Source: an optimization exercise on an open RTL-to-GDS flow (aim: small area). Production flows keep margins and buffers that such runs may drop.
Function was checked by simulation only, so behaviour that the tests miss may differ from the original.
No activity file was given, so power comes from the tool's default toggle rates.

==> flow/design.v <==
module fpga_storm_iv_demo(
    input wire clk,            
    input wire rst_n,          
    input wire [3:0] keys,     
    input wire [3:0] dips,     
    output reg [7:0] leds,     
    output reg [3:0] seg_sel,  
    output reg [7:0] seg_data, 
    output reg beep            
);
    parameter ZERO=8'b11000000; parameter ONE=8'b11111001; parameter TWO=8'b10100100;
    parameter THREE=8'b10110000; parameter FOUR=8'b10011001; parameter FIVE=8'b10010010;
    parameter SIX=8'b10000010; parameter SEVEN=8'b11111000; parameter EIGHT=8'b10000000;
    parameter NINE=8'b10010000; parameter OFF=8'b11111111;
    localparam ONE_SEC_LAST = 49_999;   
    localparam DEBOUNCE     = 500;      
    localparam BEEP_LEN     = 5_000;    
    localparam TONE_HALF    = 12;       
    reg [3:0] digit0;  
    reg [3:0] digit1;  
    reg [3:0] digit2;  
    reg [3:0] digit3;  
    reg [15:0] one_sec_timer;
    reg [3:0] last_keys;
    reg [9:0] debounce_timer;
    reg request_beep; 
    always @(posedge clk) begin
        request_beep <= 0;
        if (!rst_n) begin
            digit0 <= 0; digit1 <= 0; digit2 <= 0; digit3 <= 0;
            one_sec_timer <= 0;
        end 
        else if (one_sec_timer == ONE_SEC_LAST) begin
            one_sec_timer <= 0;
            if (dips == 4'b1111) begin
                if (digit0 == 9) begin
                    digit0 <= 0;
                    if (digit1 == 9) begin
                        digit1 <= 0;
                        if (digit2 == 9) begin
                            digit2 <= 0;
                            if (digit3 == 9) digit3 <= 0;
                            else digit3 <= digit3 + 1;
                        end else digit2 <= digit2 + 1;
                    end else digit1 <= digit1 + 1;
                end else digit0 <= digit0 + 1;
            end
            else begin
                if (!dips[0]) digit0 <= (digit0 == 9) ? 0 : digit0 + 1;
                if (!dips[1]) digit1 <= (digit1 == 9) ? 0 : digit1 + 1;
                if (!dips[2]) digit2 <= (digit2 == 9) ? 0 : digit2 + 1;
                if (!dips[3]) digit3 <= (digit3 == 9) ? 0 : digit3 + 1;
            end
        end else begin
            one_sec_timer <= one_sec_timer + 1;
        end
        if (!rst_n) begin
            leds <= 8'b00001111;
            last_keys <= 4'b1111;
            debounce_timer <= 0;
            request_beep <= 0;
        end else if (debounce_timer > 0) begin
            debounce_timer <= debounce_timer - 1;
            last_keys <= keys;
        end else begin
            if (last_keys != keys) begin
                if ((last_keys[0] && !keys[0]) || (last_keys[1] && !keys[1]) || 
                    (last_keys[2] && !keys[2]) || (last_keys[3] && !keys[3])) 
                begin
                    request_beep <= 1;
                    debounce_timer <= DEBOUNCE;
                    if (!keys[0]) leds[0] <= ~leds[0];
                    if (!keys[1]) leds[1] <= ~leds[1];
                    if (!keys[2]) leds[2] <= ~leds[2];
                    if (!keys[3]) leds[3] <= ~leds[3];
                end
            end
            last_keys <= keys;
        end
    end
    reg [2:0] beep_state; 
    reg [14:0] beep_timer;
    reg [7:0] tone_counter;
    always @(posedge clk) begin
        if (!rst_n) begin
            beep_state <= 0;
            beep <= 0;
            beep_timer <= 0;
            tone_counter <= 0;
        end else
        case (beep_state)
            0: begin  
                beep <= 0;
                beep_timer <= 0;
                if (request_beep) beep_state <= 1;
            end
            1: begin  
                beep_timer <= beep_timer + 1;
                tone_counter <= tone_counter + 1;
                if (tone_counter > TONE_HALF) begin  
                    tone_counter <= 0;
                    beep <= ~beep;
                end
                if (beep_timer > BEEP_LEN) begin  
                    beep_state <= 0; 
                    beep <= 0;
                end
            end
        endcase
    end
    reg [1:0] scan_idx;
    reg [7:0] scan_timer;
    reg [3:0] digit_to_show;
    always @(posedge clk) begin
        if (!rst_n) begin
            scan_timer <= 0;
            scan_idx <= 0;
        end else begin
            scan_timer <= scan_timer + 1;
            if (scan_timer == 0) scan_idx <= scan_idx + 1;
        end
    end
    always @(*) begin
        case (scan_idx)
            0: digit_to_show = digit0;
            1: digit_to_show = digit1;
            2: digit_to_show = digit2;
            3: digit_to_show = digit3;
        endcase
        case (scan_idx)
            0: seg_sel = 4'b1110; 
            1: seg_sel = 4'b1101; 
            2: seg_sel = 4'b1011; 
            3: seg_sel = 4'b0111; 
        endcase
        case (digit_to_show)
            0: seg_data = ZERO; 1: seg_data = ONE; 2: seg_data = TWO;
            3: seg_data = THREE; 4: seg_data = FOUR; 5: seg_data = FIVE;
            6: seg_data = SIX; 7: seg_data = SEVEN; 8: seg_data = EIGHT;
            9: seg_data = NINE; default: seg_data = OFF;
        endcase
    end
endmodule
==> flow/run.sh <==
#!/bin/bash
# synth_recipe.tcl (not shown) runs the flow's synth.tcl, then flattens the netlist and writes it again
# the make line also repeats each setting of config.mk as NAME=value (left out here)
make -C /OpenROAD-flow-scripts/flow DESIGN_CONFIG=/design/flow/config.mk WORK_HOME=/design/flow/orfs CLKGATE_MAP_FILE= SYNTH_SCRIPT=/design/flow/synth_recipe.tcl finish
==> flow/config.mk <==
export PLATFORM = sky130hd
export DESIGN_NAME = fpga_storm_iv_demo
export DESIGN_NICKNAME = fpga_storm_iv_demo
export VERILOG_FILES = /design/flow/design.v
export SDC_FILE = /design/flow/constraint.sdc
export NUM_CORES = 4
export LEC_CHECK = 0
export CAP_MARGIN = 20
export CORE_MARGIN = 2
export CORE_UTILIZATION = 40
export SLEW_MARGIN = 20
==> flow/constraint.sdc <==
create_clock -name core_clock -period 10.0 [get_ports {clk}]
set_input_delay 2.0000 -clock core_clock [delete_from_list [all_inputs] [get_ports {clk}]]
set_output_delay 2.0000 -clock core_clock [all_outputs]
set_load 0.01 [all_outputs]
==> report_table.html <==
<table>
<tr><th>Metric</th><th>Value</th></tr>
<tr><th colspan="2">Job</th></tr>
<tr><td># Max-Cap Violations</td><td>0</td></tr>
<tr><th colspan="2">Setup path</th></tr>
<tr><td>Buffers and inverters on the worst path</td><td>3</td></tr>
<tr><td>Critical Path End Type</td><td>output port</td></tr>
<tr><td>Largest driver fanout on the critical path</td><td>6</td></tr>
<tr><td>Startpoint type of the worst setup path</td><td>flip-flop</td></tr>
<tr><td>Cell breakdown of the critical path</td><td>inv_1, ha_1, a222oi_1, mux2i_1, inv_1, ha_1, nor2_1, o21ai_0, o21a_1, clkdlybuf4s50_1</td></tr>
<tr><td>Required time reported for the critical path endpoint</td><td>8.00 ns</td></tr>
<tr><td>Endpoint arrival time on the critical path</td><td>around 3.0 ns</td></tr>
<tr><td>CP max stage delay</td><td>between 0.5 and 0.6 ns</td></tr>
<tr><td>Crit path max-delay cell type</td><td>sky130_fd_sc_hd__clkdlybuf4s50_1</td></tr>
<tr><td>Cell class contributing the biggest share of worst-path delay</td><td>buffers and inverters</td></tr>
<tr><td>Crit path kind</td><td>reg -&gt; out</td></tr>
<tr><th colspan="2">STA</th></tr>
<tr><td>Final Hold Vio Count</td><td>0</td></tr>
<tr><td>Accumulated negative setup slack</td><td>0 ns</td></tr>
<tr><td>Headroom to the max-slew limit</td><td>between 30% and 40%</td></tr>
<tr><td>Final clock period utilization by the worst path</td><td>around 50%</td></tr>
<tr><td>Setup repair after global routing missed its margin</td><td>false</td></tr>
<tr><td>Final period demand of the worst path</td><td>5.00 ns</td></tr>
<tr><td>Transition time at the pin with the least slew margin</td><td>between 0.9 and 1 ns</td></tr>
<tr><td>Max Fclk</td><td>~200 MHz</td></tr>
<tr><td>Final Setup Violations</td><td>0</td></tr>
<tr><td>Max-slew violations</td><td>0</td></tr>
<tr><td>Post-route clock skew</td><td>0.00735 ns</td></tr>
<tr><th colspan="2">Die</th></tr>
<tr><td>Area of the die</td><td>roughly 11,000 µm²</td></tr>
<tr><td>Die Span Y</td><td>between 100 and 150 µm</td></tr>
<tr><td>Cell row count</td><td>37</td></tr>
<tr><td>Initial standard-cell utilization of the core</td><td>41.1%</td></tr>
<tr><td>Horizontal die dimension</td><td>approximately 110 µm</td></tr>
<tr><td>Placeable core region</td><td>10,300 µm²</td></tr>
<tr><td>I/O Pins</td><td>31</td></tr>
<tr><th colspan="2">Place</th></tr>
<tr><td>Half-perimeter wire length after detailed placement</td><td>about 5400 µm</td></tr>
<tr><td>Placed standard-cell area</td><td>between 4000 and 5000 µm²</td></tr>
<tr><td>Number of buffer cells added on primary ports</td><td>25</td></tr>
<tr><td>Final weighted congestion in routability-driven placement</td><td>between 0.8 and 0.9</td></tr>
<tr><th colspan="2">Power and ir drop</th></tr>
<tr><td>Share of power burned in the clock network</td><td>32.4%</td></tr>
<tr><td>Int Power</td><td>between 0.6 and 0.7 mW</td></tr>
<tr><td>Leakage component of the power</td><td>1.85 nW</td></tr>
<tr><td>Sequential Power Share</td><td>a little over two fifths</td></tr>
<tr><td>Psw</td><td>between 0.2 and 0.3 mW</td></tr>
<tr><td>Power per unit of standard cell area</td><td>a little under 200 nW/µm²</td></tr>
<tr><td>Sw Ratio</td><td>29.5%</td></tr>
<tr><td>Combinational group share of total power</td><td>around 24%</td></tr>
<tr><td>Maximum vdd ir drop</td><td>around 0.087 mV</td></tr>
<tr><th colspan="2">Routing</th></tr>
<tr><td>Post-route DRC</td><td>0</td></tr>
<tr><td>Wirelength, routed</td><td>slightly below 8000 µm</td></tr>
<tr><td>Residual antenna-violating net count after detailed routing</td><td>0</td></tr>
<tr><td>Detailed router's first-iteration violation count</td><td>approximately 130</td></tr>
<tr><td>Via count normalized by instance count</td><td>between 5 and 6</td></tr>
<tr><td>Routed vias</td><td>about 3,300</td></tr>
<tr><td>First-pass DRT Iterations</td><td>6</td></tr>
<tr><td>Post-detailed-route wirelength per cell</td><td>around 12 µm</td></tr>
<tr><th colspan="2">Synth</th></tr>
<tr><td>Area share of the leading cell type in the synthesized netlist</td><td>between 40 and 50%</td></tr>
<tr><td>Cell count after synthesis</td><td>roughly 490</td></tr>
<tr><td>Fraction of the yosys area taken by sequential cells</td><td>roughly 41%</td></tr>
<tr><td>Number of synthesized flops with an enable pin</td><td>0</td></tr>
<tr><td>Number of warnings printed during yosys synthesis</td><td>1</td></tr>
<tr><td>Synth async-reset ratio</td><td>0%</td></tr>
<tr><td>Dominant synthesized flop cell</td><td>sky130_fd_sc_hd__dfxtp_1</td></tr>
<tr><td>Mapped cell area</td><td>about 4200 µm²</td></tr>
<tr><td>Synthesized area per cell</td><td>slightly below 9 µm²</td></tr>
<tr><td>Dominant cell by count in the synthesized netlist</td><td>sky130_fd_sc_hd__dfxtp_1</td></tr>
<tr><td>Most used standard cells in the synthesized netlist</td><td>sky130_fd_sc_hd__dfxtp_1, sky130_fd_sc_hd__nor2_1, sky130_fd_sc_hd__nand2_1</td></tr>
<tr><td>Yosys cell types</td><td>51</td></tr>
<tr><td>Dominant cells by area after synthesis</td><td>sky130_fd_sc_hd__dfxtp_1, sky130_fd_sc_hd__ha_1, sky130_fd_sc_hd__nor2_1, sky130_fd_sc_hd__xor2_1, sky130_fd_sc_hd__xnor2_1</td></tr>
<tr><td>Library cell with the largest summed area after synthesis</td><td>sky130_fd_sc_hd__dfxtp_1</td></tr>
<tr><td>Post-synthesis sequential element count</td><td>between 80 and 90</td></tr>
<tr><th colspan="2">Clock tree</th></tr>
<tr><td>Number of buffers on the longest clock path</td><td>2</td></tr>
<tr><td>Clock-pin transition on the worst setup and hold timing paths</td><td>0.08 ns</td></tr>
<tr><td>Level count of the clock H-tree</td><td>3</td></tr>
<tr><td>Hold Buf Count CTS</td><td>0</td></tr>
<tr><td>Total CTS buffers</td><td>9</td></tr>
<tr><td>TritonCTS clock tree</td><td>done</td></tr>
<tr><td>Worst-Skew Late Latency</td><td>0.36 ns</td></tr>
<tr><td>Sink count of the clock tree</td><td>86</td></tr>
<tr><td>Number of cells upsized or downsized after cts</td><td>0</td></tr>
<tr><td>Post-CTS Setup Bufs</td><td>0</td></tr>
<tr><td>Clock tree root buffer cell</td><td>sky130_fd_sc_hd__clkbuf_8</td></tr>
<tr><th colspan="2">Global route</th></tr>
<tr><td>Global-route wire length before repair</td><td>13,600 µm</td></tr>
<tr><td>Total congestion overflow after global routing</td><td>0</td></tr>
<tr><td>Antenna violations before repair</td><td>0</td></tr>
<tr><td>Tot GR Track Use</td><td>14.6%</td></tr>
<tr><td>Pin count of the biggest net entering global routing</td><td>33</td></tr>
<tr><td>Number of global-route vias before repair</td><td>roughly 3,100</td></tr>
<tr><th colspan="2">Hold path</th></tr>
<tr><td>Worst hold path class</td><td>reg -&gt; reg</td></tr>
<tr><th colspan="2">Status</th></tr>
<tr><td>Result of the run</td><td>timing/DRC/antenna clean</td></tr>
<tr><th colspan="2">Cells and area</th></tr>
<tr><td>Ant. Diodes</td><td>0</td></tr>
<tr><td>Fill count</td><td>around 1,000</td></tr>
<tr><td>Area growth from synthesis to layout</td><td>14.3%</td></tr>
<tr><td>Non-Filler Cell Area, Final</td><td>about 4800 µm²</td></tr>
<tr><td>Final nets</td><td>around 540</td></tr>
<tr><td>Share of the core filled with cells in the final layout</td><td>between 40% and 50%</td></tr>
<tr><td>Share of layout cells above drive strength 1</td><td>6.01%</td></tr>
</table>
-- cell families (layout without fill, tap and decap cells) --
logic type      after synthesis  in the layout  share of synthesized area [%]
simple gates                214            214                           26.3
flops                        86             86                           40.8
compound gates               63             63                           10.0
buf+inv                      46             72                           4.74
xor+xnor                     44             44                           9.13
fa+ha+maj                    21             21                           6.22
mux                          11             11                           2.67
other cells                   2              5                          0.178
-- stage by stage --
step	setup slack [ns]	hold slack [ns]	instances	total power [mW]
detailed placement	5.37	0.435	636	0.642
CTS	4.97	0.451	652	0.950
finish	5.00	0.448	652	0.935
global route	4.73	0.483	652	0.995
global placement	5.46	0.426	636	0.634
floorplan	5.99	0.413	490	0.569
-- final timing paths --
| kind | from | to | slack [ns] | cells after the start |
|---|---|---|---|---|
| max | scan_idx[1]$_SDFFE_PN0N_ | seg_data[3] | 5.00 | 10 |
| min | one_sec_timer[0]$_SDFF_PP0_ | one_sec_timer[0]$_SDFF_PP0_ | 0.45 | 1 |
| max reg2reg | one_sec_timer[0]$_SDFF_PP0_ | digit2[2]$_SDFFE_PN0P_ | 7.76 | 6 |
| min reg2reg | one_sec_timer[0]$_SDFF_PP0_ | one_sec_timer[0]$_SDFF_PP0_ | 0.45 | 1 |
-- state kept, by name, summed over array words and instances, names as in the netlist, 8 cells and up --
signal and count:
beep_timer 15, debounce_timer 10, one_sec_timer 16, scan_timer 8
tone_counter 8
-- worst reg2reg max path, cell delays in order (launching register included) --
cell and delay [ns]:
sky130_fd_sc_hd__dfxtp_1 0.36, sky130_fd_sc_hd__ha_1 0.19, sky130_fd_sc_hd__and3_1 0.22, sky130_fd_sc_hd__and4_1 0.53, sky130_fd_sc_hd__nand4_1 0.34, sky130_fd_sc_hd__or3_1 0.39
sky130_fd_sc_hd__a21oi_1 0.14
-- area by class of cell --
type | instances | area (µm²) | area share, %
multi-input cells | 358 | 2310 | 47.9
flip-flops and latches | 86 | 1720 | 35.7
repair buffers | 26 | 258 | 5.34
well taps | 136 | 170 | 3.52
clock buffers | 10 | 138 | 2.85
clock inverters | 6 | 116 | 2.41
inverters | 30 | 113 | 2.33
-- layer usage --
metal / track usage (%) / wire [µm]
met1: 17.9 / 3760
met2: 24.1 / 3560
met3: 4.38 / 272
met4: 5.94 / 106
met5: 0 / 0
-- power by group through the flow --
stage	registers (mW)	clock network [mW]	logic [mW]
finish	0.404	0.303	0.228
global route	0.410	0.327	0.258
CTS	0.404	0.316	0.230
detailed placement	0.412	0	0.229
global placement	0.411	0	0.223
floorplan	0.406	0	0.163
-- placed cells by master, fill, tap and decap left out, drive strengths merged, types with 3 or more instances in the layout --
master / count
ha: 21
a31oi: 5
and2: 4
nor3: 15
nor2b: 6
nand4: 11
and3: 16
o21ai: 18
clkbuf: 10
inv: 30
nand3b: 5
o21a: 4
nand4bb: 3
clkinv: 3
bufinv: 3
clkdlybuf4s50: 25
conb: 5
nand2: 37
or3: 11
a21oi: 22
xnor2: 19
nor4b: 3
nand3: 27
nor2: 65
nand2b: 3
mux2i: 9
a222oi: 4
xor2: 25
dfxtp: 86

==> what the ideal ports hide <==
The results above use ideal ports. As a check the final layout listed here was re-extracted and re-timed, cells and wires unchanged.
Step 1 assumes that a clkbuf_16 drives the clock port and a buf_2 every other input.
Step 2 moves the port delays by t, midway between the first and last clock arrival at a register: inputs arrive t later, outputs are due t later. That takes back most of the time a late clock gives input paths.
Slacks: ideal ports / drivers / drivers and shift; pairs: ideal ports / drivers.
shift t [ns]: 0.390
slack for setup (ns): 4.998 / 4.967 / 5.357
cell pins on the clock port's net: 1
After both steps setup and hold are still met in this run. The setup slack of this run moves by -0.031 ns with the drivers and by +0.359 ns with both steps.
